Background: an optimization exercise with open tools, aiming at small area, a short achievable clock period and few clock cycles per item. Do not read the settings as production practice.
Function was checked by simulation only, so behaviour that the tests miss may differ from the original.

===== flow/design.v =====
module vs4x400_core (
    input clk, input reset,
    input start_search,
    input [9:0] vector_count,
    input [7:0] dim_size,
    output reg [11:0] mem_addr,
    input signed [63:0] mem_data,
    output [31:0] max_score,
    output reg [7:0] winner_id,
    output reg busy
);
    reg fetch;             
    reg first;             
    reg [4:0] krem;        
    wire last_word = (krem == 5'd1);
    wire done;             
    always @(posedge clk or posedge reset) begin
        if (reset) begin
            fetch <= 1'b0;
            mem_addr <= 12'd0;
        end else begin
            fetch <= start_search | (fetch & ~done);
            mem_addr <= fetch ? mem_addr + 12'd1 : 12'd0;
        end
    end
    always @(posedge clk) begin
        krem <= (~fetch | last_word) ? dim_size[7:3] : krem - 5'd1;
        first <= ~fetch | last_word;
    end
    reg [63:0] d1;
    wire [47:0] enc0;
    reg [47:0] enc1;
    assign enc0[0] = mem_data[8] ^ 1'b0;
    assign enc0[1] = (mem_data[9] & ~mem_data[8] & ~1'b0) | (~mem_data[9] & mem_data[8] & 1'b0);
    assign enc0[2] = mem_data[9];
    assign enc0[3] = mem_data[10] ^ mem_data[9];
    assign enc0[4] = (mem_data[11] & ~mem_data[10] & ~mem_data[9]) | (~mem_data[11] & mem_data[10] & mem_data[9]);
    assign enc0[5] = mem_data[11];
    assign enc0[6] = mem_data[12] ^ mem_data[11];
    assign enc0[7] = (mem_data[13] & ~mem_data[12] & ~mem_data[11]) | (~mem_data[13] & mem_data[12] & mem_data[11]);
    assign enc0[8] = mem_data[13];
    assign enc0[9] = mem_data[14] ^ mem_data[13];
    assign enc0[10] = (mem_data[15] & ~mem_data[14] & ~mem_data[13]) | (~mem_data[15] & mem_data[14] & mem_data[13]);
    assign enc0[11] = mem_data[15];
    assign enc0[12] = mem_data[24] ^ 1'b0;
    assign enc0[13] = (mem_data[25] & ~mem_data[24] & ~1'b0) | (~mem_data[25] & mem_data[24] & 1'b0);
    assign enc0[14] = mem_data[25];
    assign enc0[15] = mem_data[26] ^ mem_data[25];
    assign enc0[16] = (mem_data[27] & ~mem_data[26] & ~mem_data[25]) | (~mem_data[27] & mem_data[26] & mem_data[25]);
    assign enc0[17] = mem_data[27];
    assign enc0[18] = mem_data[28] ^ mem_data[27];
    assign enc0[19] = (mem_data[29] & ~mem_data[28] & ~mem_data[27]) | (~mem_data[29] & mem_data[28] & mem_data[27]);
    assign enc0[20] = mem_data[29];
    assign enc0[21] = mem_data[30] ^ mem_data[29];
    assign enc0[22] = (mem_data[31] & ~mem_data[30] & ~mem_data[29]) | (~mem_data[31] & mem_data[30] & mem_data[29]);
    assign enc0[23] = mem_data[31];
    assign enc0[24] = mem_data[40] ^ 1'b0;
    assign enc0[25] = (mem_data[41] & ~mem_data[40] & ~1'b0) | (~mem_data[41] & mem_data[40] & 1'b0);
    assign enc0[26] = mem_data[41];
    assign enc0[27] = mem_data[42] ^ mem_data[41];
    assign enc0[28] = (mem_data[43] & ~mem_data[42] & ~mem_data[41]) | (~mem_data[43] & mem_data[42] & mem_data[41]);
    assign enc0[29] = mem_data[43];
    assign enc0[30] = mem_data[44] ^ mem_data[43];
    assign enc0[31] = (mem_data[45] & ~mem_data[44] & ~mem_data[43]) | (~mem_data[45] & mem_data[44] & mem_data[43]);
    assign enc0[32] = mem_data[45];
    assign enc0[33] = mem_data[46] ^ mem_data[45];
    assign enc0[34] = (mem_data[47] & ~mem_data[46] & ~mem_data[45]) | (~mem_data[47] & mem_data[46] & mem_data[45]);
    assign enc0[35] = mem_data[47];
    assign enc0[36] = mem_data[56] ^ 1'b0;
    assign enc0[37] = (mem_data[57] & ~mem_data[56] & ~1'b0) | (~mem_data[57] & mem_data[56] & 1'b0);
    assign enc0[38] = mem_data[57];
    assign enc0[39] = mem_data[58] ^ mem_data[57];
    assign enc0[40] = (mem_data[59] & ~mem_data[58] & ~mem_data[57]) | (~mem_data[59] & mem_data[58] & mem_data[57]);
    assign enc0[41] = mem_data[59];
    assign enc0[42] = mem_data[60] ^ mem_data[59];
    assign enc0[43] = (mem_data[61] & ~mem_data[60] & ~mem_data[59]) | (~mem_data[61] & mem_data[60] & mem_data[59]);
    assign enc0[44] = mem_data[61];
    assign enc0[45] = mem_data[62] ^ mem_data[61];
    assign enc0[46] = (mem_data[63] & ~mem_data[62] & ~mem_data[61]) | (~mem_data[63] & mem_data[62] & mem_data[61]);
    assign enc0[47] = mem_data[63];
    reg f1;                
    reg l1;                
    reg [21:0] acc_s, acc_c;
    wire [21:0] as_q = f1 ? 22'd0 : acc_s;
    wire [21:0] ac_q = f1 ? 22'd0 : acc_c;
    wire q1;
    wire q2;
    wire q3;
    wire q4;
    wire q5;
    wire q6;
    wire q7;
    wire q8;
    wire q9;
    wire nb10;
    wire q11;
    wire q12;
    wire q13;
    wire q14;
    wire q15;
    wire q16;
    wire q17;
    wire q18;
    wire q19;
    wire nb20;
    wire q21;
    wire q22;
    wire q23;
    wire q24;
    wire q25;
    wire q26;
    wire q27;
    wire q28;
    wire q29;
    wire nb30;
    wire q31;
    wire q32;
    wire q33;
    wire q34;
    wire q35;
    wire q36;
    wire q37;
    wire q38;
    wire q39;
    wire nb40;
    wire q41;
    wire q42;
    wire q43;
    wire q44;
    wire q45;
    wire q46;
    wire q47;
    wire q48;
    wire q49;
    wire nb50;
    wire q51;
    wire q52;
    wire q53;
    wire q54;
    wire q55;
    wire q56;
    wire q57;
    wire q58;
    wire q59;
    wire nb60;
    wire q61;
    wire q62;
    wire q63;
    wire q64;
    wire q65;
    wire q66;
    wire q67;
    wire q68;
    wire q69;
    wire nb70;
    wire q71;
    wire q72;
    wire q73;
    wire q74;
    wire q75;
    wire q76;
    wire q77;
    wire q78;
    wire q79;
    wire nb80;
    wire q81;
    wire q82;
    wire q83;
    wire q84;
    wire q85;
    wire q86;
    wire q87;
    wire q88;
    wire q89;
    wire nb90;
    wire q91;
    wire q92;
    wire q93;
    wire q94;
    wire q95;
    wire q96;
    wire q97;
    wire q98;
    wire q99;
    wire nb100;
    wire q101;
    wire q102;
    wire q103;
    wire q104;
    wire q105;
    wire q106;
    wire q107;
    wire q108;
    wire q109;
    wire nb110;
    wire q111;
    wire q112;
    wire q113;
    wire q114;
    wire q115;
    wire q116;
    wire q117;
    wire q118;
    wire q119;
    wire nb120;
    wire q121;
    wire q122;
    wire q123;
    wire q124;
    wire q125;
    wire q126;
    wire q127;
    wire q128;
    wire q129;
    wire nb130;
    wire q131;
    wire q132;
    wire q133;
    wire q134;
    wire q135;
    wire q136;
    wire q137;
    wire q138;
    wire q139;
    wire nb140;
    wire q141;
    wire q142;
    wire q143;
    wire q144;
    wire q145;
    wire q146;
    wire q147;
    wire q148;
    wire q149;
    wire nb150;
    wire q151;
    wire q152;
    wire q153;
    wire q154;
    wire q155;
    wire q156;
    wire q157;
    wire q158;
    wire q159;
    wire nb160;
    wire s1;
    wire c1;
    wire s2;
    wire c2;
    wire s3;
    wire c3;
    wire s4;
    wire c4;
    wire s5;
    wire c5;
    wire s6;
    wire c6;
    wire s7;
    wire c7;
    wire s8;
    wire c8;
    wire s9;
    wire c9;
    wire s10;
    wire c10;
    wire s11;
    wire c11;
    wire s12;
    wire c12;
    wire s13;
    wire c13;
    wire s14;
    wire c14;
    wire s15;
    wire c15;
    wire s16;
    wire c16;
    wire s17;
    wire c17;
    wire s18;
    wire c18;
    wire s19;
    wire c19;
    wire s20;
    wire c20;
    wire s21;
    wire c21;
    wire s22;
    wire c22;
    wire s23;
    wire c23;
    wire s24;
    wire c24;
    wire s25;
    wire c25;
    wire s26;
    wire c26;
    wire s27;
    wire c27;
    wire s28;
    wire c28;
    wire s29;
    wire c29;
    wire s30;
    wire c30;
    wire s31;
    wire c31;
    wire s32;
    wire c32;
    wire s33;
    wire c33;
    wire s34;
    wire c34;
    wire s35;
    wire c35;
    wire s36;
    wire c36;
    wire s37;
    wire c37;
    wire s38;
    wire c38;
    wire s39;
    wire c39;
    wire s40;
    wire c40;
    wire s41;
    wire c41;
    wire s42;
    wire c42;
    wire s43;
    wire c43;
    wire s44;
    wire c44;
    wire s45;
    wire c45;
    wire s46;
    wire c46;
    wire s47;
    wire c47;
    wire s48;
    wire c48;
    wire s49;
    wire c49;
    wire s50;
    wire c50;
    wire s51;
    wire c51;
    wire s52;
    wire c52;
    wire s53;
    wire c53;
    wire s54;
    wire c54;
    wire s55;
    wire c55;
    wire s56;
    wire c56;
    wire s57;
    wire c57;
    wire s58;
    wire c58;
    wire s59;
    wire c59;
    wire s60;
    wire c60;
    wire s61;
    wire c61;
    wire s62;
    wire c62;
    wire s63;
    wire c63;
    wire s64;
    wire c64;
    wire s65;
    wire c65;
    wire s66;
    wire c66;
    wire s67;
    wire c67;
    wire s68;
    wire c68;
    wire s69;
    wire c69;
    wire s70;
    wire c70;
    wire s71;
    wire c71;
    wire s72;
    wire c72;
    wire s73;
    wire c73;
    wire s74;
    wire c74;
    wire s75;
    wire c75;
    wire s76;
    wire c76;
    wire s77;
    wire c77;
    wire s78;
    wire c78;
    wire s79;
    wire c79;
    wire s80;
    wire c80;
    wire s81;
    wire c81;
    wire s82;
    wire c82;
    wire s83;
    wire c83;
    wire s84;
    wire c84;
    wire s85;
    wire c85;
    wire s86;
    wire c86;
    wire s87;
    wire c87;
    wire s88;
    wire c88;
    wire s89;
    wire c89;
    wire s90;
    wire c90;
    wire s91;
    wire c91;
    wire s92;
    wire c92;
    wire s93;
    wire c93;
    wire s94;
    wire c94;
    wire s95;
    wire c95;
    wire s96;
    wire c96;
    wire s97;
    wire c97;
    wire s98;
    wire c98;
    wire s99;
    wire c99;
    wire s100;
    wire c100;
    wire s101;
    wire c101;
    wire s102;
    wire c102;
    wire s103;
    wire c103;
    wire s104;
    wire c104;
    wire s105;
    wire c105;
    wire s106;
    wire c106;
    wire s107;
    wire c107;
    wire s108;
    wire c108;
    wire s109;
    wire c109;
    wire s110;
    wire c110;
    wire s111;
    wire c111;
    wire s112;
    wire c112;
    wire s113;
    wire c113;
    wire s114;
    wire c114;
    wire s115;
    wire c115;
    wire s116;
    wire c116;
    wire s117;
    wire c117;
    wire s118;
    wire c118;
    wire s119;
    wire c119;
    wire s120;
    wire c120;
    wire s121;
    wire c121;
    wire s122;
    wire c122;
    wire s123;
    wire c123;
    wire s124;
    wire c124;
    wire s125;
    wire c125;
    wire s126;
    wire c126;
    wire s127;
    wire c127;
    wire s128;
    wire c128;
    wire s129;
    wire c129;
    wire s130;
    wire c130;
    wire s131;
    wire c131;
    wire s132;
    wire c132;
    wire s133;
    wire c133;
    wire s134;
    wire c134;
    wire s135;
    wire c135;
    wire s136;
    wire c136;
    wire s137;
    wire c137;
    wire s138;
    wire c138;
    wire s139;
    wire c139;
    wire s140;
    wire c140;
    wire s141;
    wire c141;
    wire s142;
    wire c142;
    wire s143;
    wire c143;
    wire s144;
    wire c144;
    wire s145;
    wire c145;
    wire s146;
    wire c146;
    wire s147;
    wire c147;
    wire s148;
    wire c148;
    wire s149;
    wire c149;
    wire s150;
    wire c150;
    wire s151;
    wire c151;
    wire s152;
    wire c152;
    wire s153;
    wire c153;
    wire s154;
    wire c154;
    wire s155;
    wire c155;
    wire s156;
    wire c156;
    wire s157;
    wire c157;
    wire s158;
    wire c158;
    wire s159;
    wire c159;
    wire s160;
    wire c160;
    wire s161;
    wire c161;
    wire s162;
    wire c162;
    wire s163;
    wire c163;
    wire s164;
    wire c164;
    wire s165;
    wire c165;
    wire s166;
    wire c166;
    wire s167;
    wire c167;
    wire s168;
    wire c168;
    wire s169;
    wire c169;
    wire s170;
    wire c170;
    wire s171;
    wire c171;
    wire s172;
    wire c172;
    wire s173;
    wire c173;
    wire s174;
    wire c174;
    wire s175;
    wire c175;
    wire s176;
    wire c176;
    assign q1 = (enc1[0] & d1[0]) ^ enc1[2];
    assign q2 = ((enc1[0] & d1[1]) | (enc1[1] & d1[0])) ^ enc1[2];
    assign q3 = ((enc1[0] & d1[2]) | (enc1[1] & d1[1])) ^ enc1[2];
    assign q4 = ((enc1[0] & d1[3]) | (enc1[1] & d1[2])) ^ enc1[2];
    assign q5 = ((enc1[0] & d1[4]) | (enc1[1] & d1[3])) ^ enc1[2];
    assign q6 = ((enc1[0] & d1[5]) | (enc1[1] & d1[4])) ^ enc1[2];
    assign q7 = ((enc1[0] & d1[6]) | (enc1[1] & d1[5])) ^ enc1[2];
    assign q8 = ((enc1[0] & d1[7]) | (enc1[1] & d1[6])) ^ enc1[2];
    assign q9 = ((enc1[0] & d1[7]) | (enc1[1] & d1[7])) ^ enc1[2];
    assign nb10 = ~q9;
    assign q11 = (enc1[3] & d1[0]) ^ enc1[5];
    assign q12 = ((enc1[3] & d1[1]) | (enc1[4] & d1[0])) ^ enc1[5];
    assign q13 = ((enc1[3] & d1[2]) | (enc1[4] & d1[1])) ^ enc1[5];
    assign q14 = ((enc1[3] & d1[3]) | (enc1[4] & d1[2])) ^ enc1[5];
    assign q15 = ((enc1[3] & d1[4]) | (enc1[4] & d1[3])) ^ enc1[5];
    assign q16 = ((enc1[3] & d1[5]) | (enc1[4] & d1[4])) ^ enc1[5];
    assign q17 = ((enc1[3] & d1[6]) | (enc1[4] & d1[5])) ^ enc1[5];
    assign q18 = ((enc1[3] & d1[7]) | (enc1[4] & d1[6])) ^ enc1[5];
    assign q19 = ((enc1[3] & d1[7]) | (enc1[4] & d1[7])) ^ enc1[5];
    assign nb20 = ~q19;
    assign q21 = (enc1[6] & d1[0]) ^ enc1[8];
    assign q22 = ((enc1[6] & d1[1]) | (enc1[7] & d1[0])) ^ enc1[8];
    assign q23 = ((enc1[6] & d1[2]) | (enc1[7] & d1[1])) ^ enc1[8];
    assign q24 = ((enc1[6] & d1[3]) | (enc1[7] & d1[2])) ^ enc1[8];
    assign q25 = ((enc1[6] & d1[4]) | (enc1[7] & d1[3])) ^ enc1[8];
    assign q26 = ((enc1[6] & d1[5]) | (enc1[7] & d1[4])) ^ enc1[8];
    assign q27 = ((enc1[6] & d1[6]) | (enc1[7] & d1[5])) ^ enc1[8];
    assign q28 = ((enc1[6] & d1[7]) | (enc1[7] & d1[6])) ^ enc1[8];
    assign q29 = ((enc1[6] & d1[7]) | (enc1[7] & d1[7])) ^ enc1[8];
    assign nb30 = ~q29;
    assign q31 = (enc1[9] & d1[0]) ^ enc1[11];
    assign q32 = ((enc1[9] & d1[1]) | (enc1[10] & d1[0])) ^ enc1[11];
    assign q33 = ((enc1[9] & d1[2]) | (enc1[10] & d1[1])) ^ enc1[11];
    assign q34 = ((enc1[9] & d1[3]) | (enc1[10] & d1[2])) ^ enc1[11];
    assign q35 = ((enc1[9] & d1[4]) | (enc1[10] & d1[3])) ^ enc1[11];
    assign q36 = ((enc1[9] & d1[5]) | (enc1[10] & d1[4])) ^ enc1[11];
    assign q37 = ((enc1[9] & d1[6]) | (enc1[10] & d1[5])) ^ enc1[11];
    assign q38 = ((enc1[9] & d1[7]) | (enc1[10] & d1[6])) ^ enc1[11];
    assign q39 = ((enc1[9] & d1[7]) | (enc1[10] & d1[7])) ^ enc1[11];
    assign nb40 = ~q39;
    assign q41 = (enc1[12] & d1[16]) ^ enc1[14];
    assign q42 = ((enc1[12] & d1[17]) | (enc1[13] & d1[16])) ^ enc1[14];
    assign q43 = ((enc1[12] & d1[18]) | (enc1[13] & d1[17])) ^ enc1[14];
    assign q44 = ((enc1[12] & d1[19]) | (enc1[13] & d1[18])) ^ enc1[14];
    assign q45 = ((enc1[12] & d1[20]) | (enc1[13] & d1[19])) ^ enc1[14];
    assign q46 = ((enc1[12] & d1[21]) | (enc1[13] & d1[20])) ^ enc1[14];
    assign q47 = ((enc1[12] & d1[22]) | (enc1[13] & d1[21])) ^ enc1[14];
    assign q48 = ((enc1[12] & d1[23]) | (enc1[13] & d1[22])) ^ enc1[14];
    assign q49 = ((enc1[12] & d1[23]) | (enc1[13] & d1[23])) ^ enc1[14];
    assign nb50 = ~q49;
    assign q51 = (enc1[15] & d1[16]) ^ enc1[17];
    assign q52 = ((enc1[15] & d1[17]) | (enc1[16] & d1[16])) ^ enc1[17];
    assign q53 = ((enc1[15] & d1[18]) | (enc1[16] & d1[17])) ^ enc1[17];
    assign q54 = ((enc1[15] & d1[19]) | (enc1[16] & d1[18])) ^ enc1[17];
    assign q55 = ((enc1[15] & d1[20]) | (enc1[16] & d1[19])) ^ enc1[17];
    assign q56 = ((enc1[15] & d1[21]) | (enc1[16] & d1[20])) ^ enc1[17];
    assign q57 = ((enc1[15] & d1[22]) | (enc1[16] & d1[21])) ^ enc1[17];
    assign q58 = ((enc1[15] & d1[23]) | (enc1[16] & d1[22])) ^ enc1[17];
    assign q59 = ((enc1[15] & d1[23]) | (enc1[16] & d1[23])) ^ enc1[17];
    assign nb60 = ~q59;
    assign q61 = (enc1[18] & d1[16]) ^ enc1[20];
    assign q62 = ((enc1[18] & d1[17]) | (enc1[19] & d1[16])) ^ enc1[20];
    assign q63 = ((enc1[18] & d1[18]) | (enc1[19] & d1[17])) ^ enc1[20];
    assign q64 = ((enc1[18] & d1[19]) | (enc1[19] & d1[18])) ^ enc1[20];
    assign q65 = ((enc1[18] & d1[20]) | (enc1[19] & d1[19])) ^ enc1[20];
    assign q66 = ((enc1[18] & d1[21]) | (enc1[19] & d1[20])) ^ enc1[20];
    assign q67 = ((enc1[18] & d1[22]) | (enc1[19] & d1[21])) ^ enc1[20];
    assign q68 = ((enc1[18] & d1[23]) | (enc1[19] & d1[22])) ^ enc1[20];
    assign q69 = ((enc1[18] & d1[23]) | (enc1[19] & d1[23])) ^ enc1[20];
    assign nb70 = ~q69;
    assign q71 = (enc1[21] & d1[16]) ^ enc1[23];
    assign q72 = ((enc1[21] & d1[17]) | (enc1[22] & d1[16])) ^ enc1[23];
    assign q73 = ((enc1[21] & d1[18]) | (enc1[22] & d1[17])) ^ enc1[23];
    assign q74 = ((enc1[21] & d1[19]) | (enc1[22] & d1[18])) ^ enc1[23];
    assign q75 = ((enc1[21] & d1[20]) | (enc1[22] & d1[19])) ^ enc1[23];
    assign q76 = ((enc1[21] & d1[21]) | (enc1[22] & d1[20])) ^ enc1[23];
    assign q77 = ((enc1[21] & d1[22]) | (enc1[22] & d1[21])) ^ enc1[23];
    assign q78 = ((enc1[21] & d1[23]) | (enc1[22] & d1[22])) ^ enc1[23];
    assign q79 = ((enc1[21] & d1[23]) | (enc1[22] & d1[23])) ^ enc1[23];
    assign nb80 = ~q79;
    assign q81 = (enc1[24] & d1[32]) ^ enc1[26];
    assign q82 = ((enc1[24] & d1[33]) | (enc1[25] & d1[32])) ^ enc1[26];
    assign q83 = ((enc1[24] & d1[34]) | (enc1[25] & d1[33])) ^ enc1[26];
    assign q84 = ((enc1[24] & d1[35]) | (enc1[25] & d1[34])) ^ enc1[26];
    assign q85 = ((enc1[24] & d1[36]) | (enc1[25] & d1[35])) ^ enc1[26];
    assign q86 = ((enc1[24] & d1[37]) | (enc1[25] & d1[36])) ^ enc1[26];
    assign q87 = ((enc1[24] & d1[38]) | (enc1[25] & d1[37])) ^ enc1[26];
    assign q88 = ((enc1[24] & d1[39]) | (enc1[25] & d1[38])) ^ enc1[26];
    assign q89 = ((enc1[24] & d1[39]) | (enc1[25] & d1[39])) ^ enc1[26];
    assign nb90 = ~q89;
    assign q91 = (enc1[27] & d1[32]) ^ enc1[29];
    assign q92 = ((enc1[27] & d1[33]) | (enc1[28] & d1[32])) ^ enc1[29];
    assign q93 = ((enc1[27] & d1[34]) | (enc1[28] & d1[33])) ^ enc1[29];
    assign q94 = ((enc1[27] & d1[35]) | (enc1[28] & d1[34])) ^ enc1[29];
    assign q95 = ((enc1[27] & d1[36]) | (enc1[28] & d1[35])) ^ enc1[29];
    assign q96 = ((enc1[27] & d1[37]) | (enc1[28] & d1[36])) ^ enc1[29];
    assign q97 = ((enc1[27] & d1[38]) | (enc1[28] & d1[37])) ^ enc1[29];
    assign q98 = ((enc1[27] & d1[39]) | (enc1[28] & d1[38])) ^ enc1[29];
    assign q99 = ((enc1[27] & d1[39]) | (enc1[28] & d1[39])) ^ enc1[29];
    assign nb100 = ~q99;
    assign q101 = (enc1[30] & d1[32]) ^ enc1[32];
    assign q102 = ((enc1[30] & d1[33]) | (enc1[31] & d1[32])) ^ enc1[32];
    assign q103 = ((enc1[30] & d1[34]) | (enc1[31] & d1[33])) ^ enc1[32];
    assign q104 = ((enc1[30] & d1[35]) | (enc1[31] & d1[34])) ^ enc1[32];
    assign q105 = ((enc1[30] & d1[36]) | (enc1[31] & d1[35])) ^ enc1[32];
    assign q106 = ((enc1[30] & d1[37]) | (enc1[31] & d1[36])) ^ enc1[32];
    assign q107 = ((enc1[30] & d1[38]) | (enc1[31] & d1[37])) ^ enc1[32];
    assign q108 = ((enc1[30] & d1[39]) | (enc1[31] & d1[38])) ^ enc1[32];
    assign q109 = ((enc1[30] & d1[39]) | (enc1[31] & d1[39])) ^ enc1[32];
    assign nb110 = ~q109;
    assign q111 = (enc1[33] & d1[32]) ^ enc1[35];
    assign q112 = ((enc1[33] & d1[33]) | (enc1[34] & d1[32])) ^ enc1[35];
    assign q113 = ((enc1[33] & d1[34]) | (enc1[34] & d1[33])) ^ enc1[35];
    assign q114 = ((enc1[33] & d1[35]) | (enc1[34] & d1[34])) ^ enc1[35];
    assign q115 = ((enc1[33] & d1[36]) | (enc1[34] & d1[35])) ^ enc1[35];
    assign q116 = ((enc1[33] & d1[37]) | (enc1[34] & d1[36])) ^ enc1[35];
    assign q117 = ((enc1[33] & d1[38]) | (enc1[34] & d1[37])) ^ enc1[35];
    assign q118 = ((enc1[33] & d1[39]) | (enc1[34] & d1[38])) ^ enc1[35];
    assign q119 = ((enc1[33] & d1[39]) | (enc1[34] & d1[39])) ^ enc1[35];
    assign nb120 = ~q119;
    assign q121 = (enc1[36] & d1[48]) ^ enc1[38];
    assign q122 = ((enc1[36] & d1[49]) | (enc1[37] & d1[48])) ^ enc1[38];
    assign q123 = ((enc1[36] & d1[50]) | (enc1[37] & d1[49])) ^ enc1[38];
    assign q124 = ((enc1[36] & d1[51]) | (enc1[37] & d1[50])) ^ enc1[38];
    assign q125 = ((enc1[36] & d1[52]) | (enc1[37] & d1[51])) ^ enc1[38];
    assign q126 = ((enc1[36] & d1[53]) | (enc1[37] & d1[52])) ^ enc1[38];
    assign q127 = ((enc1[36] & d1[54]) | (enc1[37] & d1[53])) ^ enc1[38];
    assign q128 = ((enc1[36] & d1[55]) | (enc1[37] & d1[54])) ^ enc1[38];
    assign q129 = ((enc1[36] & d1[55]) | (enc1[37] & d1[55])) ^ enc1[38];
    assign nb130 = ~q129;
    assign q131 = (enc1[39] & d1[48]) ^ enc1[41];
    assign q132 = ((enc1[39] & d1[49]) | (enc1[40] & d1[48])) ^ enc1[41];
    assign q133 = ((enc1[39] & d1[50]) | (enc1[40] & d1[49])) ^ enc1[41];
    assign q134 = ((enc1[39] & d1[51]) | (enc1[40] & d1[50])) ^ enc1[41];
    assign q135 = ((enc1[39] & d1[52]) | (enc1[40] & d1[51])) ^ enc1[41];
    assign q136 = ((enc1[39] & d1[53]) | (enc1[40] & d1[52])) ^ enc1[41];
    assign q137 = ((enc1[39] & d1[54]) | (enc1[40] & d1[53])) ^ enc1[41];
    assign q138 = ((enc1[39] & d1[55]) | (enc1[40] & d1[54])) ^ enc1[41];
    assign q139 = ((enc1[39] & d1[55]) | (enc1[40] & d1[55])) ^ enc1[41];
    assign nb140 = ~q139;
    assign q141 = (enc1[42] & d1[48]) ^ enc1[44];
    assign q142 = ((enc1[42] & d1[49]) | (enc1[43] & d1[48])) ^ enc1[44];
    assign q143 = ((enc1[42] & d1[50]) | (enc1[43] & d1[49])) ^ enc1[44];
    assign q144 = ((enc1[42] & d1[51]) | (enc1[43] & d1[50])) ^ enc1[44];
    assign q145 = ((enc1[42] & d1[52]) | (enc1[43] & d1[51])) ^ enc1[44];
    assign q146 = ((enc1[42] & d1[53]) | (enc1[43] & d1[52])) ^ enc1[44];
    assign q147 = ((enc1[42] & d1[54]) | (enc1[43] & d1[53])) ^ enc1[44];
    assign q148 = ((enc1[42] & d1[55]) | (enc1[43] & d1[54])) ^ enc1[44];
    assign q149 = ((enc1[42] & d1[55]) | (enc1[43] & d1[55])) ^ enc1[44];
    assign nb150 = ~q149;
    assign q151 = (enc1[45] & d1[48]) ^ enc1[47];
    assign q152 = ((enc1[45] & d1[49]) | (enc1[46] & d1[48])) ^ enc1[47];
    assign q153 = ((enc1[45] & d1[50]) | (enc1[46] & d1[49])) ^ enc1[47];
    assign q154 = ((enc1[45] & d1[51]) | (enc1[46] & d1[50])) ^ enc1[47];
    assign q155 = ((enc1[45] & d1[52]) | (enc1[46] & d1[51])) ^ enc1[47];
    assign q156 = ((enc1[45] & d1[53]) | (enc1[46] & d1[52])) ^ enc1[47];
    assign q157 = ((enc1[45] & d1[54]) | (enc1[46] & d1[53])) ^ enc1[47];
    assign q158 = ((enc1[45] & d1[55]) | (enc1[46] & d1[54])) ^ enc1[47];
    assign q159 = ((enc1[45] & d1[55]) | (enc1[46] & d1[55])) ^ enc1[47];
    assign nb160 = ~q159;
    assign s1 = enc1[2] ^ enc1[14] ^ enc1[26];
    assign c1 = (enc1[2] & enc1[14]) | (enc1[26] & (enc1[2] ^ enc1[14]));
    assign s2 = enc1[38] ^ as_q[0] ^ ac_q[0];
    assign c2 = (enc1[38] & as_q[0]) | (ac_q[0] & (enc1[38] ^ as_q[0]));
    assign s3 = q1 ^ q41 ^ q81;
    assign c3 = (q1 & q41) | (q81 & (q1 ^ q41));
    assign s4 = q121 ^ s1 ^ s2;
    assign c4 = (q121 & s1) | (s2 & (q121 ^ s1));
    assign s5 = as_q[1] ^ ac_q[1] ^ q2;
    assign c5 = (as_q[1] & ac_q[1]) | (q2 & (as_q[1] ^ ac_q[1]));
    assign s6 = q42 ^ q82 ^ q122;
    assign c6 = (q42 & q82) | (q122 & (q42 ^ q82));
    assign s7 = c1 ^ c2 ^ c3;
    assign c7 = (c1 & c2) | (c3 & (c1 ^ c2));
    assign s8 = c4 ^ s5 ^ s6;
    assign c8 = (c4 & s5) | (s6 & (c4 ^ s5));
    assign s9 = enc1[5] ^ enc1[17] ^ enc1[29];
    assign c9 = (enc1[5] & enc1[17]) | (enc1[29] & (enc1[5] ^ enc1[17]));
    assign s10 = enc1[41] ^ as_q[2] ^ ac_q[2];
    assign c10 = (enc1[41] & as_q[2]) | (ac_q[2] & (enc1[41] ^ as_q[2]));
    assign s11 = q3 ^ q11 ^ q43;
    assign c11 = (q3 & q11) | (q43 & (q3 ^ q11));
    assign s12 = q51 ^ q83 ^ q91;
    assign c12 = (q51 & q83) | (q91 & (q51 ^ q83));
    assign s13 = q123 ^ q131 ^ s9;
    assign c13 = (q123 & q131) | (s9 & (q123 ^ q131));
    assign s14 = s10 ^ c5 ^ c6;
    assign c14 = (s10 & c5) | (c6 & (s10 ^ c5));
    assign s15 = s11 ^ s12 ^ s13;
    assign c15 = (s11 & s12) | (s13 & (s11 ^ s12));
    assign s16 = c7 ^ c8 ^ s14;
    assign c16 = (c7 & c8) | (s14 & (c7 ^ c8));
    assign s17 = as_q[3] ^ ac_q[3] ^ q4;
    assign c17 = (as_q[3] & ac_q[3]) | (q4 & (as_q[3] ^ ac_q[3]));
    assign s18 = q12 ^ q44 ^ q52;
    assign c18 = (q12 & q44) | (q52 & (q12 ^ q44));
    assign s19 = q84 ^ q92 ^ q124;
    assign c19 = (q84 & q92) | (q124 & (q84 ^ q92));
    assign s20 = q132 ^ c9 ^ c10;
    assign c20 = (q132 & c9) | (c10 & (q132 ^ c9));
    assign s21 = c11 ^ c12 ^ c13;
    assign c21 = (c11 & c12) | (c13 & (c11 ^ c12));
    assign s22 = s17 ^ s18 ^ s19;
    assign c22 = (s17 & s18) | (s19 & (s17 ^ s18));
    assign s23 = s20 ^ c14 ^ c15;
    assign c23 = (s20 & c14) | (c15 & (s20 ^ c14));
    assign s24 = s21 ^ s22 ^ c16;
    assign c24 = (s21 & s22) | (c16 & (s21 ^ s22));
    assign s25 = enc1[8] ^ enc1[20] ^ enc1[32];
    assign c25 = (enc1[8] & enc1[20]) | (enc1[32] & (enc1[8] ^ enc1[20]));
    assign s26 = enc1[44] ^ as_q[4] ^ ac_q[4];
    assign c26 = (enc1[44] & as_q[4]) | (ac_q[4] & (enc1[44] ^ as_q[4]));
    assign s27 = q5 ^ q13 ^ q21;
    assign c27 = (q5 & q13) | (q21 & (q5 ^ q13));
    assign s28 = q45 ^ q53 ^ q61;
    assign c28 = (q45 & q53) | (q61 & (q45 ^ q53));
    assign s29 = q85 ^ q93 ^ q101;
    assign c29 = (q85 & q93) | (q101 & (q85 ^ q93));
    assign s30 = q125 ^ q133 ^ q141;
    assign c30 = (q125 & q133) | (q141 & (q125 ^ q133));
    assign s31 = s25 ^ s26 ^ c17;
    assign c31 = (s25 & s26) | (c17 & (s25 ^ s26));
    assign s32 = c18 ^ c19 ^ c20;
    assign c32 = (c18 & c19) | (c20 & (c18 ^ c19));
    assign s33 = s27 ^ s28 ^ s29;
    assign c33 = (s27 & s28) | (s29 & (s27 ^ s28));
    assign s34 = s30 ^ c21 ^ c22;
    assign c34 = (s30 & c21) | (c22 & (s30 ^ c21));
    assign s35 = s31 ^ s32 ^ s33;
    assign c35 = (s31 & s32) | (s33 & (s31 ^ s32));
    assign s36 = c23 ^ s34 ^ s35;
    assign c36 = (c23 & s34) | (s35 & (c23 ^ s34));
    assign s37 = as_q[5] ^ ac_q[5] ^ q6;
    assign c37 = (as_q[5] & ac_q[5]) | (q6 & (as_q[5] ^ ac_q[5]));
    assign s38 = q14 ^ q22 ^ q46;
    assign c38 = (q14 & q22) | (q46 & (q14 ^ q22));
    assign s39 = q54 ^ q62 ^ q86;
    assign c39 = (q54 & q62) | (q86 & (q54 ^ q62));
    assign s40 = q94 ^ q102 ^ q126;
    assign c40 = (q94 & q102) | (q126 & (q94 ^ q102));
    assign s41 = q134 ^ q142 ^ c25;
    assign c41 = (q134 & q142) | (c25 & (q134 ^ q142));
    assign s42 = c26 ^ c27 ^ c28;
    assign c42 = (c26 & c27) | (c28 & (c26 ^ c27));
    assign s43 = c29 ^ c30 ^ s37;
    assign c43 = (c29 & c30) | (s37 & (c29 ^ c30));
    assign s44 = s38 ^ s39 ^ s40;
    assign c44 = (s38 & s39) | (s40 & (s38 ^ s39));
    assign s45 = s41 ^ c31 ^ c32;
    assign c45 = (s41 & c31) | (c32 & (s41 ^ c31));
    assign s46 = c33 ^ s42 ^ s43;
    assign c46 = (c33 & s42) | (s43 & (c33 ^ s42));
    assign s47 = s44 ^ c34 ^ c35;
    assign c47 = (s44 & c34) | (c35 & (s44 ^ c34));
    assign s48 = s45 ^ s46 ^ c36;
    assign c48 = (s45 & s46) | (c36 & (s45 ^ s46));
    assign s49 = enc1[11] ^ enc1[23] ^ enc1[35];
    assign c49 = (enc1[11] & enc1[23]) | (enc1[35] & (enc1[11] ^ enc1[23]));
    assign s50 = enc1[47] ^ as_q[6] ^ ac_q[6];
    assign c50 = (enc1[47] & as_q[6]) | (ac_q[6] & (enc1[47] ^ as_q[6]));
    assign s51 = q7 ^ q15 ^ q23;
    assign c51 = (q7 & q15) | (q23 & (q7 ^ q15));
    assign s52 = q31 ^ q47 ^ q55;
    assign c52 = (q31 & q47) | (q55 & (q31 ^ q47));
    assign s53 = q63 ^ q71 ^ q87;
    assign c53 = (q63 & q71) | (q87 & (q63 ^ q71));
    assign s54 = q95 ^ q103 ^ q111;
    assign c54 = (q95 & q103) | (q111 & (q95 ^ q103));
    assign s55 = q127 ^ q135 ^ q143;
    assign c55 = (q127 & q135) | (q143 & (q127 ^ q135));
    assign s56 = q151 ^ s49 ^ s50;
    assign c56 = (q151 & s49) | (s50 & (q151 ^ s49));
    assign s57 = c37 ^ c38 ^ c39;
    assign c57 = (c37 & c38) | (c39 & (c37 ^ c38));
    assign s58 = c40 ^ c41 ^ s51;
    assign c58 = (c40 & c41) | (s51 & (c40 ^ c41));
    assign s59 = s52 ^ s53 ^ s54;
    assign c59 = (s52 & s53) | (s54 & (s52 ^ s53));
    assign s60 = s55 ^ s56 ^ c42;
    assign c60 = (s55 & s56) | (c42 & (s55 ^ s56));
    assign s61 = c43 ^ c44 ^ s57;
    assign c61 = (c43 & c44) | (s57 & (c43 ^ c44));
    assign s62 = s58 ^ s59 ^ c45;
    assign c62 = (s58 & s59) | (c45 & (s58 ^ s59));
    assign s63 = c46 ^ s60 ^ s61;
    assign c63 = (c46 & s60) | (s61 & (c46 ^ s60));
    assign s64 = c47 ^ s62 ^ s63;
    assign c64 = (c47 & s62) | (s63 & (c47 ^ s62));
    assign s65 = as_q[7] ^ ac_q[7] ^ q8;
    assign c65 = (as_q[7] & ac_q[7]) | (q8 & (as_q[7] ^ ac_q[7]));
    assign s66 = q16 ^ q24 ^ q32;
    assign c66 = (q16 & q24) | (q32 & (q16 ^ q24));
    assign s67 = q48 ^ q56 ^ q64;
    assign c67 = (q48 & q56) | (q64 & (q48 ^ q56));
    assign s68 = q72 ^ q88 ^ q96;
    assign c68 = (q72 & q88) | (q96 & (q72 ^ q88));
    assign s69 = q104 ^ q112 ^ q128;
    assign c69 = (q104 & q112) | (q128 & (q104 ^ q112));
    assign s70 = q136 ^ q144 ^ q152;
    assign c70 = (q136 & q144) | (q152 & (q136 ^ q144));
    assign s71 = c49 ^ c50 ^ c51;
    assign c71 = (c49 & c50) | (c51 & (c49 ^ c50));
    assign s72 = c52 ^ c53 ^ c54;
    assign c72 = (c52 & c53) | (c54 & (c52 ^ c53));
    assign s73 = c55 ^ c56 ^ s65;
    assign c73 = (c55 & c56) | (s65 & (c55 ^ c56));
    assign s74 = s66 ^ s67 ^ s68;
    assign c74 = (s66 & s67) | (s68 & (s66 ^ s67));
    assign s75 = s69 ^ s70 ^ c57;
    assign c75 = (s69 & s70) | (c57 & (s69 ^ s70));
    assign s76 = c58 ^ c59 ^ s71;
    assign c76 = (c58 & c59) | (s71 & (c58 ^ c59));
    assign s77 = s72 ^ s73 ^ s74;
    assign c77 = (s72 & s73) | (s74 & (s72 ^ s73));
    assign s78 = c60 ^ c61 ^ s75;
    assign c78 = (c60 & c61) | (s75 & (c60 ^ c61));
    assign s79 = s76 ^ s77 ^ c62;
    assign c79 = (s76 & s77) | (c62 & (s76 ^ s77));
    assign s80 = c63 ^ s78 ^ c64;
    assign c80 = (c63 & s78) | (c64 & (c63 ^ s78));
    assign s81 = as_q[8] ^ ac_q[8] ^ nb10;
    assign c81 = (as_q[8] & ac_q[8]) | (nb10 & (as_q[8] ^ ac_q[8]));
    assign s82 = q17 ^ q25 ^ q33;
    assign c82 = (q17 & q25) | (q33 & (q17 ^ q25));
    assign s83 = nb50 ^ q57 ^ q65;
    assign c83 = (nb50 & q57) | (q65 & (nb50 ^ q57));
    assign s84 = q73 ^ nb90 ^ q97;
    assign c84 = (q73 & nb90) | (q97 & (q73 ^ nb90));
    assign s85 = q105 ^ q113 ^ nb130;
    assign c85 = (q105 & q113) | (nb130 & (q105 ^ q113));
    assign s86 = q137 ^ q145 ^ q153;
    assign c86 = (q137 & q145) | (q153 & (q137 ^ q145));
    assign s87 = c65 ^ c66 ^ c67;
    assign c87 = (c65 & c66) | (c67 & (c65 ^ c66));
    assign s88 = c68 ^ c69 ^ c70;
    assign c88 = (c68 & c69) | (c70 & (c68 ^ c69));
    assign s89 = s81 ^ s82 ^ s83;
    assign c89 = (s81 & s82) | (s83 & (s81 ^ s82));
    assign s90 = s84 ^ s85 ^ s86;
    assign c90 = (s84 & s85) | (s86 & (s84 ^ s85));
    assign s91 = c71 ^ c72 ^ c73;
    assign c91 = (c71 & c72) | (c73 & (c71 ^ c72));
    assign s92 = c74 ^ s87 ^ s88;
    assign c92 = (c74 & s87) | (s88 & (c74 ^ s87));
    assign s93 = s89 ^ s90 ^ c75;
    assign c93 = (s89 & s90) | (c75 & (s89 ^ s90));
    assign s94 = c76 ^ c77 ^ s91;
    assign c94 = (c76 & c77) | (s91 & (c76 ^ c77));
    assign s95 = s92 ^ c78 ^ s93;
    assign c95 = (s92 & c78) | (s93 & (s92 ^ c78));
    assign s96 = s94 ^ c79 ^ s95;
    assign c96 = (s94 & c79) | (s95 & (s94 ^ c79));
    assign s97 = as_q[9] ^ ac_q[9] ^ q18;
    assign c97 = (as_q[9] & ac_q[9]) | (q18 & (as_q[9] ^ ac_q[9]));
    assign s98 = q26 ^ q34 ^ q58;
    assign c98 = (q26 & q34) | (q58 & (q26 ^ q34));
    assign s99 = q66 ^ q74 ^ q98;
    assign c99 = (q66 & q74) | (q98 & (q66 ^ q74));
    assign s100 = q106 ^ q114 ^ q138;
    assign c100 = (q106 & q114) | (q138 & (q106 ^ q114));
    assign s101 = q146 ^ q154 ^ c81;
    assign c101 = (q146 & q154) | (c81 & (q146 ^ q154));
    assign s102 = c82 ^ c83 ^ c84;
    assign c102 = (c82 & c83) | (c84 & (c82 ^ c83));
    assign s103 = c85 ^ c86 ^ s97;
    assign c103 = (c85 & c86) | (s97 & (c85 ^ c86));
    assign s104 = s98 ^ s99 ^ s100;
    assign c104 = (s98 & s99) | (s100 & (s98 ^ s99));
    assign s105 = c87 ^ c88 ^ c89;
    assign c105 = (c87 & c88) | (c89 & (c87 ^ c88));
    assign s106 = c90 ^ s101 ^ s102;
    assign c106 = (c90 & s101) | (s102 & (c90 ^ s101));
    assign s107 = s103 ^ s104 ^ c91;
    assign c107 = (s103 & s104) | (c91 & (s103 ^ s104));
    assign s108 = c92 ^ s105 ^ s106;
    assign c108 = (c92 & s105) | (s106 & (c92 ^ s105));
    assign s109 = c93 ^ c94 ^ s107;
    assign c109 = (c93 & c94) | (s107 & (c93 ^ c94));
    assign s110 = s108 ^ c95 ^ s109;
    assign c110 = (s108 & c95) | (s109 & (s108 ^ c95));
    assign s111 = 1'b1 ^ as_q[10] ^ ac_q[10];
    assign c111 = (1'b1 & as_q[10]) | (ac_q[10] & (1'b1 ^ as_q[10]));
    assign s112 = nb20 ^ q27 ^ q35;
    assign c112 = (nb20 & q27) | (q35 & (nb20 ^ q27));
    assign s113 = nb60 ^ q67 ^ q75;
    assign c113 = (nb60 & q67) | (q75 & (nb60 ^ q67));
    assign s114 = nb100 ^ q107 ^ q115;
    assign c114 = (nb100 & q107) | (q115 & (nb100 ^ q107));
    assign s115 = nb140 ^ q147 ^ q155;
    assign c115 = (nb140 & q147) | (q155 & (nb140 ^ q147));
    assign s116 = s111 ^ c97 ^ c98;
    assign c116 = (s111 & c97) | (c98 & (s111 ^ c97));
    assign s117 = c99 ^ c100 ^ s112;
    assign c117 = (c99 & c100) | (s112 & (c99 ^ c100));
    assign s118 = s113 ^ s114 ^ s115;
    assign c118 = (s113 & s114) | (s115 & (s113 ^ s114));
    assign s119 = c101 ^ c102 ^ c103;
    assign c119 = (c101 & c102) | (c103 & (c101 ^ c102));
    assign s120 = c104 ^ s116 ^ s117;
    assign c120 = (c104 & s116) | (s117 & (c104 ^ s116));
    assign s121 = s118 ^ c105 ^ c106;
    assign c121 = (s118 & c105) | (c106 & (s118 ^ c105));
    assign s122 = s119 ^ s120 ^ c107;
    assign c122 = (s119 & s120) | (c107 & (s119 ^ s120));
    assign s123 = c108 ^ s121 ^ c109;
    assign c123 = (c108 & s121) | (c109 & (c108 ^ s121));
    assign s124 = s122 ^ c110 ^ s123;
    assign c124 = (s122 & c110) | (s123 & (s122 ^ c110));
    assign s125 = 1'b1 ^ as_q[11] ^ ac_q[11];
    assign c125 = (1'b1 & as_q[11]) | (ac_q[11] & (1'b1 ^ as_q[11]));
    assign s126 = q28 ^ q36 ^ q68;
    assign c126 = (q28 & q36) | (q68 & (q28 ^ q36));
    assign s127 = q76 ^ q108 ^ q116;
    assign c127 = (q76 & q108) | (q116 & (q76 ^ q108));
    assign s128 = q148 ^ q156 ^ c111;
    assign c128 = (q148 & q156) | (c111 & (q148 ^ q156));
    assign s129 = s125 ^ c112 ^ c113;
    assign c129 = (s125 & c112) | (c113 & (s125 ^ c112));
    assign s130 = c114 ^ c115 ^ s126;
    assign c130 = (c114 & c115) | (s126 & (c114 ^ c115));
    assign s131 = s127 ^ s128 ^ c116;
    assign c131 = (s127 & s128) | (c116 & (s127 ^ s128));
    assign s132 = c117 ^ c118 ^ s129;
    assign c132 = (c117 & c118) | (s129 & (c117 ^ c118));
    assign s133 = s130 ^ c119 ^ c120;
    assign c133 = (s130 & c119) | (c120 & (s130 ^ c119));
    assign s134 = s131 ^ s132 ^ c121;
    assign c134 = (s131 & s132) | (c121 & (s131 ^ s132));
    assign s135 = s133 ^ c122 ^ s134;
    assign c135 = (s133 & c122) | (s134 & (s133 ^ c122));
    assign s136 = c123 ^ s135;
    assign c136 = c123 & s135;
    assign s137 = as_q[12] ^ ac_q[12] ^ nb30;
    assign c137 = (as_q[12] & ac_q[12]) | (nb30 & (as_q[12] ^ ac_q[12]));
    assign s138 = q37 ^ nb70 ^ q77;
    assign c138 = (q37 & nb70) | (q77 & (q37 ^ nb70));
    assign s139 = nb110 ^ q117 ^ nb150;
    assign c139 = (nb110 & q117) | (nb150 & (nb110 ^ q117));
    assign s140 = q157 ^ c125 ^ c126;
    assign c140 = (q157 & c125) | (c126 & (q157 ^ c125));
    assign s141 = c127 ^ c128 ^ s137;
    assign c141 = (c127 & c128) | (s137 & (c127 ^ c128));
    assign s142 = s138 ^ s139 ^ c129;
    assign c142 = (s138 & s139) | (c129 & (s138 ^ s139));
    assign s143 = c130 ^ s140 ^ s141;
    assign c143 = (c130 & s140) | (s141 & (c130 ^ s140));
    assign s144 = c131 ^ c132 ^ s142;
    assign c144 = (c131 & c132) | (s142 & (c131 ^ c132));
    assign s145 = s143 ^ c133 ^ s144;
    assign c145 = (s143 & c133) | (s144 & (s143 ^ c133));
    assign s146 = c134 ^ s145 ^ c135;
    assign c146 = (c134 & s145) | (c135 & (c134 ^ s145));
    assign s147 = 1'b1 ^ as_q[13] ^ ac_q[13];
    assign c147 = (1'b1 & as_q[13]) | (ac_q[13] & (1'b1 ^ as_q[13]));
    assign s148 = q38 ^ q78 ^ q118;
    assign c148 = (q38 & q78) | (q118 & (q38 ^ q78));
    assign s149 = q158 ^ s147 ^ c137;
    assign c149 = (q158 & s147) | (c137 & (q158 ^ s147));
    assign s150 = c138 ^ c139 ^ s148;
    assign c150 = (c138 & c139) | (s148 & (c138 ^ c139));
    assign s151 = c140 ^ c141 ^ s149;
    assign c151 = (c140 & c141) | (s149 & (c140 ^ c141));
    assign s152 = s150 ^ c142 ^ c143;
    assign c152 = (s150 & c142) | (c143 & (s150 ^ c142));
    assign s153 = s151 ^ c144 ^ s152;
    assign c153 = (s151 & c144) | (s152 & (s151 ^ c144));
    assign s154 = c145 ^ s153;
    assign c154 = c145 & s153;
    assign s155 = as_q[14] ^ ac_q[14] ^ nb40;
    assign c155 = (as_q[14] & ac_q[14]) | (nb40 & (as_q[14] ^ ac_q[14]));
    assign s156 = nb80 ^ nb120 ^ nb160;
    assign c156 = (nb80 & nb120) | (nb160 & (nb80 ^ nb120));
    assign s157 = c147 ^ c148 ^ s155;
    assign c157 = (c147 & c148) | (s155 & (c147 ^ c148));
    assign s158 = s156 ^ c149 ^ c150;
    assign c158 = (s156 & c149) | (c150 & (s156 ^ c149));
    assign s159 = s157 ^ c151 ^ s158;
    assign c159 = (s157 & c151) | (s158 & (s157 ^ c151));
    assign s160 = c152 ^ s159 ^ c153;
    assign c160 = (c152 & s159) | (c153 & (c152 ^ s159));
    assign s161 = 1'b1 ^ as_q[15] ^ ac_q[15];
    assign c161 = (1'b1 & as_q[15]) | (ac_q[15] & (1'b1 ^ as_q[15]));
    assign s162 = s161 ^ c155 ^ c156;
    assign c162 = (s161 & c155) | (c156 & (s161 ^ c155));
    assign s163 = c157 ^ s162 ^ c158;
    assign c163 = (c157 & s162) | (c158 & (c157 ^ s162));
    assign s164 = c159 ^ s163 ^ c160;
    assign c164 = (c159 & s163) | (c160 & (c159 ^ s163));
    assign s165 = as_q[16] ^ ac_q[16] ^ c161;
    assign c165 = (as_q[16] & ac_q[16]) | (c161 & (as_q[16] ^ ac_q[16]));
    assign s166 = s165 ^ c162 ^ c163;
    assign c166 = (s165 & c162) | (c163 & (s165 ^ c162));
    assign s167 = 1'b1 ^ as_q[17] ^ ac_q[17];
    assign c167 = (1'b1 & as_q[17]) | (ac_q[17] & (1'b1 ^ as_q[17]));
    assign s168 = s167 ^ c165 ^ c166;
    assign c168 = (s167 & c165) | (c166 & (s167 ^ c165));
    assign s169 = 1'b1 ^ as_q[18] ^ ac_q[18];
    assign c169 = (1'b1 & as_q[18]) | (ac_q[18] & (1'b1 ^ as_q[18]));
    assign s170 = c167 ^ s169 ^ c168;
    assign c170 = (c167 & s169) | (c168 & (c167 ^ s169));
    assign s171 = 1'b1 ^ as_q[19] ^ ac_q[19];
    assign c171 = (1'b1 & as_q[19]) | (ac_q[19] & (1'b1 ^ as_q[19]));
    assign s172 = c169 ^ s171;
    assign c172 = c169 & s171;
    assign s173 = 1'b1 ^ as_q[20] ^ ac_q[20];
    assign c173 = (1'b1 & as_q[20]) | (ac_q[20] & (1'b1 ^ as_q[20]));
    assign s174 = c171 ^ s173 ^ c172;
    assign c174 = (c171 & s173) | (c172 & (c171 ^ s173));
    assign s175 = 1'b1 ^ as_q[21] ^ ac_q[21];
    assign c175 = (1'b1 & as_q[21]) | (ac_q[21] & (1'b1 ^ as_q[21]));
    assign s176 = c173 ^ s175 ^ c174;
    assign c176 = (c173 & s175) | (c174 & (c173 ^ s175));
    wire [21:0] acc_s_d = {s176, s174, s172, s170, s168, s166, s164, c154, s154, c136, c124, s124, c96, c80, s79, c48, s47, c24, s23, s15, s7, s3};
    wire [21:0] acc_c_d = {1'b0, 1'b0, c170, 1'b0, 1'b0, c164, 1'b0, s160, c146, s146, s136, 1'b0, s110, s96, s80, s64, s48, s36, s24, s16, s8, s4};
    always @(posedge clk or posedge reset) begin
        if (reset)
            l1 <= 1'b0;
        else
            l1 <= fetch & last_word & ~done;
    end
    always @(posedge clk) begin
        d1 <= mem_data;
        enc1 <= enc0;
        f1 <= first;
        acc_s <= acc_s_d;
        acc_c <= acc_c_d;
    end
    reg d2;                
    reg [7:0] vid;         
    reg [21:0] best;
    reg best31;
    wire [8:0] vid_next = {1'b0, vid} + 9'd1;
    assign done = d2 & (vid_next == vector_count[8:0]);
    wire signed [21:0] score = acc_s + acc_c;
    wire take = d2 & ((vid == 8'd0) | (score > $signed(best)));
    always @(posedge clk or posedge reset) begin
        if (reset) begin
            d2 <= 1'b0;
            busy <= 1'b0;
            best <= 22'd1;
            best31 <= 1'b1;
            winner_id <= 8'hFF;
        end else begin
            d2 <= l1 & ~done;
            busy <= start_search | (busy & ~done);
            if (take) begin
                best <= score;
                best31 <= score[21];
                winner_id <= vid;
            end
        end
    end
    always @(posedge clk) begin
        vid <= ~busy ? 8'd0 : (d2 ? vid_next[7:0] : vid);
    end
    assign max_score = {best31, {9{best[21]}}, best};
endmodule

===== flow/flow/run.sh =====
#!/bin/bash
# The standard layout (standard synthesis unchanged), with two changes to how the layout is
# made: every port still gets a buffer, but outputs get buf_4 and inputs buf_1 instead of the
# delay buffer buffer_ports picks by default (flow/ports.tcl); and the resizer's repair aims for setup slack
# below the clock period. Each tool's output is in orfs/logs; make's output in standard.log.
set -euo pipefail
here=$(pwd)
bash standard.sh \
  PRE_GLOBAL_PLACE_TCL="$here/flow/ports.tcl" \
  SETUP_SLACK_MARGIN=11.7 \
  finish > standard.log 2>&1

===== flow/flow/ports.tcl =====
# Sourced before global placement (PRE_GLOBAL_PLACE_TCL). global_place.tcl then calls
# buffer_ports; this wraps it so that every port still gets a buffer, but inputs get buf_1 and
# outputs buf_4 instead of the delay buffer buffer_ports picks by default.
rename buffer_ports my_std_buffer_ports
proc buffer_ports {args} {
  my_std_buffer_ports -inputs -buffer_cell sky130_fd_sc_hd__buf_1
  my_std_buffer_ports -outputs -buffer_cell sky130_fd_sc_hd__buf_4
}

===== flow/standard.sh =====
#!/bin/bash
# synth_recipe.tcl (not shown) runs the flow's synth.tcl, then flattens the netlist and writes it again
# the make line also repeats each setting of config.mk as NAME=value (left out here)
make -C /OpenROAD-flow-scripts/flow DESIGN_CONFIG=/design/flow/config.mk WORK_HOME=/design/flow/orfs CLKGATE_MAP_FILE= SYNTH_SCRIPT=/design/flow/synth_recipe.tcl "${@:-finish}"

===== flow/config.mk =====
export PLATFORM = sky130hd
export DESIGN_NAME = vs4x400_core
export DESIGN_NICKNAME = vs4x400_core
export VERILOG_FILES = /design/flow/design.v
export SDC_FILE = /design/flow/constraint.sdc
export NUM_CORES = 4
export LEC_CHECK = 0
export CAP_MARGIN = 5
export CORE_MARGIN = 2
export CORE_UTILIZATION = 55
export SLEW_MARGIN = 5

===== flow/constraint.sdc =====
create_clock -name core_clock -period 16.0 [get_ports {clk}]
set_input_delay 3.2000 -clock core_clock [delete_from_list [all_inputs] [get_ports {clk}]]
set_output_delay 3.2000 -clock core_clock [all_outputs]
set_load 0.01 [all_outputs]

==> run notes, run 1 <==
period utilisation layout 26.7%; Die Ht 163 um; R2R Setup Slk 11.79 ns; largest stage delay on the critical path 0.47 ns; setup slack at placement 11.30 ns; area leader, netlist fa_1; Syn-to-layout area delta 12.0%; Hold Crit Depth 0; slowest CP cell dfrtp_2; Post-synth ARST share 26.1%; Top Ports 138; # Max-Cap Violations 0; syn avg cell area 10.2 sq um; area share of the largest cell type after synthesis 23.6%; Achievable Freq 0.234 GHz; number of global-route vias before repair 9256; Syn. warnings 1; clk root buf clkbuf_16; status complete, no violations; met3 WL 1.52 mm; routed wl met2 15.7 mm; Clock Sinks 180; Mapped Nets 1658; Post-Synthesis Cells 1360; Die Footprint 26600 sq um; WL per Instance 18.2 um; Num CTS Buffers 17; hold-fix buffers at CTS 0; Reg2Reg Depth 10; first-pass GRT wire length 50.9 mm; RSZ-0062 raised after global routing true; worst-path cell chain buf_4; Hold Crit Endpoint f1; share of cells above drive strength 1 15.0%; Setup crit end kind output port; sequential fraction of the synthesis area 27.6%; Fin Clk Skew 0.0259 ns; I/O Buffers 133; Initial DRC Count 708; final setup fails 0; Final WS setup 11.72 ns; DP HPWL 25.9 mm; Final Hold Vio Count 0; Top delay family on crit path flip-flops; final worst path period need 4.28 ns; Post-synth top flop dfxtp_1; Longest Clk Path Bufs 2; Worst EP arrival 1.08 ns; clock-pin transition on the worst setup and hold timing paths 0.08 ns; Die X 163 um; Critical path origin best[21]; FF+latch count, synth 180; HP Start first; CTS tree built; DRC 0; largest net degree at the start of global routing 48; H-tree levels 4; Buf/Inv on CP 1; vias post-DR 9252; synth top area cells fa_1, dfxtp_1, xnor2_1, dfrtp_1, a22oi_1; Netlist cell types 63; Max Slew Vio Count 0; final setup TNS 0 ns; Post-Syn Area 13900 sq um; M1 WL 14.0 mm; core area 25000 sq um; later-pin clock latency in the skew report 0.45 ns; GP Congestion 0.960; Final #Nets 1730; most common cell after layout, fill and taps aside inv_1; drt total wl 32.3 mm; Starting Density 55.7%; commonest cells after routing, fill and taps aside inv_1, fa_1, xnor2_1; Worst EP required 12.80 ns; DR vias/cell 5.21; reg2reg start enc1[30]; Fill cells 2087; GRT Overall Usage 25.4%; Worst setup SP type register; Min-Delay Path Class register to register; Critical R2R Capture acc_s[10]; Worst Tran Pin Value 0.988 ns; detailed-router iteration count before antenna repair 6; Post-synth EDFFs 0; DRT antenna net count 0; worst-path maximum fanout 12; Rows 58; ant diodes 0; Slew headroom 34.1%; crit path kind register to output port; top sig layer met4; antenna violations before repair 0; Remaining Overflow, GRT 0
worst max-delay path by stage:
stage	to	slack, ns	cells past startpoint
after floorplan	best[10]	11.70	1
after global placement	l1	11.30	8
after detailed placement	l1	11.30	8
after CTS	best[14]	11.68	19
after global routing	best[11]	11.66	19
final	max_score[26]	11.72	1
through the flow:
step | area, sq um | hold slack [ns] | utilization [%] | std cells
2_1_floorplan | 13900 | 0.310 | - | 1360
3_3_place_gp | 14600 | 0.312 | 58.5 | 1728
3_5_place_dp | 14600 | 0.325 | 58.5 | 1728
4_1_cts | 15400 | 0.320 | 61.6 | 1769
5_1_grt | 15600 | 0.326 | 62.3 | 1775
6_report | 15600 | 0.311 | 62.3 | 1775
cell type report:
| type | instances | area (sq um) | area share [%] |
|---|---|---|---|
| inverters | 196 | 739 | 4.74 |
| clock inverters | 13 | 125 | 0.802 |
| clock buffers | 19 | 433 | 2.77 |
| repair buffers | 150 | 956 | 6.12 |
| well taps | 330 | 413 | 2.65 |
| multi-input cells | 887 | 9040 | 57.9 |
| flip-flops and latches | 180 | 3900 | 25.0 |
routing by layer:
metal | GRT usage [%] | vias up
met5 | 0 | -
met4 | 9.65 | 0
met3 | 4.70 | 45
met2 | 42.7 | 247
met1 | 32.5 | 4457
li1 | - | 4503
cell usage after synthesis, types with 29 or more instances:
cell,instances
xnor2_1,136
nand2_1,40
fa_1,164
nand2b_1,41
ha_1,49
dfrtp_1,37
clkbuf_1,78
mux2_4,29
o21ai_0,46
xor2_1,67
a22oi_1,112
dfxtp_1,133
inv_1,187
logic make-up after synthesis:
| group | Yosys count | share of synthesized area (%) |
|---|---|---|
| fa+ha+maj | 213 | 28.0 |
| mux | 34 | 3.49 |
| flops | 180 | 27.6 |
| compound gates | 228 | 11.2 |
| xor+xnor | 203 | 12.8 |
| buf+inv | 293 | 8.45 |
| simple gates | 209 | 8.49 |
flip-flops by register name, summed over array words and instances, names as in the netlist, 5 cells and up:
name and count:
d1 32, best 22, winner_id 8, mem_addr 12, enc1 48, acc_s 22
krem 5, vid 8, acc_c 16
what timing repair did:
| action | CTS | global route |
|---|---|---|
| pin swaps | 9 | 11 |
| setup endpoints to repair | 47 | 56 |
| buffers inserted | 7 | 6 |
| gates resized for setup | 29 | 52 |
| gates cloned | 2 | 0 |
Testbench counts, summed over its fixed seeds: cycles 76,099, words 75,811.
==> run 2: changes to the inputs <==
--- a/flow/config.mk
+++ b/flow/config.mk
@@ -5,7 +5,7 @@
 export SDC_FILE = /design/flow/constraint.sdc
 export NUM_CORES = 4
 export LEC_CHECK = 0
-export CAP_MARGIN = 5
+export CAP_MARGIN = 20
 export CORE_MARGIN = 2
 export CORE_UTILIZATION = 55
-export SLEW_MARGIN = 5
+export SLEW_MARGIN = 20
==> run 2 against run 1 <==
Against the previous run:
- critical path type unchanged
- first-iteration DRC count fell by 3.0%
- clock-buffer cell count stayed put
- core utilization is essentially flat
- flip-flop and latch count unchanged
- critical path depth stayed put
- setup slack better by 0.00080 ns
- worst hold slack got worse by 0.0014 ns
- clock skew grew 0.0012 ns
- area after synthesis did not move
- global-route usage stayed put
==> run notes, run 2 <==
status complete, no violations (unchanged); hold-fix buffers at CTS 0 (unchanged); Initial DRC Count 687 (was 708); core area 25000 sq um (unchanged); sequential fraction of the synthesis area 27.6% (unchanged); area share of the largest cell type after synthesis 23.6% (unchanged); Worst Tran Pin Value 0.839 ns (was 0.988 ns); first-pass GRT wire length 50.9 mm (unchanged); Top Ports 138 (unchanged); crit path kind register to output port (unchanged); detailed-router iteration count before antenna repair 5 (was 6); Die Ht 163 um (unchanged); commonest cells after routing, fill and taps aside inv_1, fa_1, xnor2_1 (unchanged); Buf/Inv on CP 1 (unchanged); Post-synth EDFFs 0 (unchanged); DR vias/cell 5.23 (was 5.21); final setup fails 0 (unchanged); Post-Synthesis Cells 1360 (unchanged); Die Footprint 26600 sq um (unchanged); drt total wl 32.4 mm (was 32.3 mm); share of cells above drive strength 1 15.0% (unchanged); Die X 163 um (unchanged); largest net degree at the start of global routing 48 (unchanged); Rows 58 (unchanged); ant diodes 0 (unchanged); number of global-route vias before repair 9256 (unchanged); GRT Overall Usage 25.4% (unchanged); DRT antenna net count 0 (unchanged); Final Cell Area 15600 sq um (about the same); Post-synth top flop dfxtp_1 (unchanged); Synth top cells by count inv_1, fa_1, xnor2_1 (unchanged); Multi-input gate area 9040 sq um (unchanged); syn avg cell area 10.2 sq um (unchanged); final setup TNS 0 ns (unchanged); placed cell areas 14600 sq um (unchanged); # Max-Cap Violations 0 (unchanged); Reg area 3900 sq um (unchanged); Clock Sinks 180 (unchanged); Worst EP required 12.80 ns (about the same); antenna violations before repair 0 (unchanged); period utilisation layout 26.7% (about the same); most common cell after layout, fill and taps aside inv_1 (unchanged); clk root buf clkbuf_16 (unchanged); worst-path maximum fanout 12 (unchanged); area leader, netlist fa_1 (unchanged); RSZ-0062 raised after global routing true (unchanged); Starting Density 55.7% (unchanged); DRC 0 (unchanged); Post-Syn Area 13900 sq um (unchanged); Worst EP arrival 1.08 ns (about the same); Mapped Nets 1658 (unchanged); clock-pin transition on the worst setup and hold timing paths 0.08 ns (about the same); Syn. warnings 1 (unchanged); H-tree levels 4 (unchanged); worst-path cell chain buf_4 (unchanged); Achievable Freq 0.234 GHz (about the same); GP Congestion 0.960 (unchanged); Final Hold Vio Count 0 (unchanged); Worst setup SP type register (unchanged); Syn-to-layout area delta 12.0% (about the same); Largest Register enc1 (unchanged); DP HPWL 25.9 mm (unchanged); Setup crit end kind output port (unchanged); synth top area cells fa_1, dfxtp_1, xnor2_1, dfrtp_1, a22oi_1 (unchanged); max FFs per register 48 (unchanged); WL per Instance 18.2 um (about the same); placed insts 1728 (unchanged); Final #Nets 1730 (unchanged); Remaining Overflow, GRT 0 (unchanged); Post-Layout Cell Count 1775 (unchanged); Netlist cell types 63 (unchanged); later-pin clock latency in the skew report 0.45 ns (about the same); cell with the most instances after synthesis inv_1 (unchanged); Min-Delay Path Class register to register (unchanged); Finished Core Util 62.3% (about the same); Slew headroom 43.3% (was 34.1%); Top delay family on crit path flip-flops (unchanged); Fill cells 2087 (unchanged); I/O Buffers 133 (unchanged); CTS tree built (unchanged); Fin Clk Skew 0.0272 ns (was 0.0259 ns); largest stage delay on the critical path 0.47 ns (about the same); slowest CP cell dfrtp_2 (unchanged); Post-synth ARST share 26.1% (unchanged); biggest regs enc1 x48, d1 x32 (unchanged); vias post-DR 9286 (was 9252); Num CTS Buffers 17 (unchanged); Longest Clk Path Bufs 2 (unchanged); Max Slew Vio Count 0 (unchanged); final worst path period need 4.28 ns (about the same); FF+latch count, synth 180 (unchanged)
-- run 2: cell counts after synthesis --
No cell type changed its count.
-- run 2: repair_timing --
action | CTS | global route
resized for setup | 29 | 52
pin swaps | 9 | 11
endpoints found under the setup margin | 47 | 56
cloned | 2 | 0
setup buffers | 7 | 6
-- run 2: area by class of cell --
type / count / area share [%]
clock buffers: 19 / 2.77
well taps: 330 / 2.65
clock inverters: 13 / 0.802
flip-flops and latches: 180 / 25.0
inverters: 196 / 4.75
multi-input cells: 887 / 57.9
repair buffers: 150 / 6.12
-- run 2: through the flow --
stage	hold slack, ns	setup slack [ns]
after floorplan	0.310	11.70
after global placement	0.312	11.30
after detailed placement	0.325	11.30
after CTS	0.320	11.68
after global routing	0.326	11.66
final	0.309	11.72
-- run 2: logic make-up after synthesis --
logic type	count (synthesis)	share of synthesized area [%]
AO/OA/AOI/OAI	228	11.2
multiplexers	34	3.49
XOR/XNOR	203	12.8
AND/OR/NAND/NOR	209	8.49
buffers and inverters	293	8.45
adder cells (fa/ha/maj)	213	28.0
flip-flops	180	27.6
-- run 2: path summary, 6_finish.rpt --
check / from / endpoint / slack (ns) / cells after the start
min in group asynchronous: reset / mem_addr[5] / 2.87 / 2
hold / removal: first / f1 / 0.31 / 0
hold reg to reg: first / f1 / 0.31 / 0
setup / recovery: best[21] / max_score[26] / 11.72 / 1
max in group asynchronous: reset / best[21] / 12.57 / 2
setup reg to reg: enc1[31] / acc_s[10] / 11.80 / 10
-- run 2: routing by layer --
metal / vias to the layer above / GRT usage, % / share of wire [%]
li1: 4504 / - / -
met1: 4474 / 32.5 / 43
met2: 261 / 42.7 / 48
met3: 47 / 4.70 / 4.6
met4: 0 / 9.65 / 3.6
met5: - / 0 / 0

separate check: timing with driven ports:
Ports are ideal in the flow. The routed layouts listed here were re-timed in OpenROAD.
Step 1 (the two cells are an assumption about what drives the block):
set clk [get_ports {clk}]
set_driving_cell -lib_cell sky130_fd_sc_hd__clkbuf_16 $clk
set_driving_cell -lib_cell sky130_fd_sc_hd__buf_2 [delete_from_list [all_inputs] $clk]
Step 2 moves the port delays by t, midway between the first and last clock arrival at a register: inputs arrive t later, outputs are due t later. That takes back most of the time a late clock gives input paths.
Slacks: ideal ports / drivers / drivers and shift; pairs: ideal ports / drivers.
| run | t (ns) | slack for setup (ns) | worst hold slack (ns) |
|---|---|---|---|
| run 1 | 0.487 | 11.720 / 11.672 / 11.310 | 0.311 / 0.311 / 0.311 |
| run 2 | 0.486 | 11.721 / 11.673 / 11.311 | 0.309 / 0.309 / 0.309 |
After both steps setup and hold are still met in every run listed.
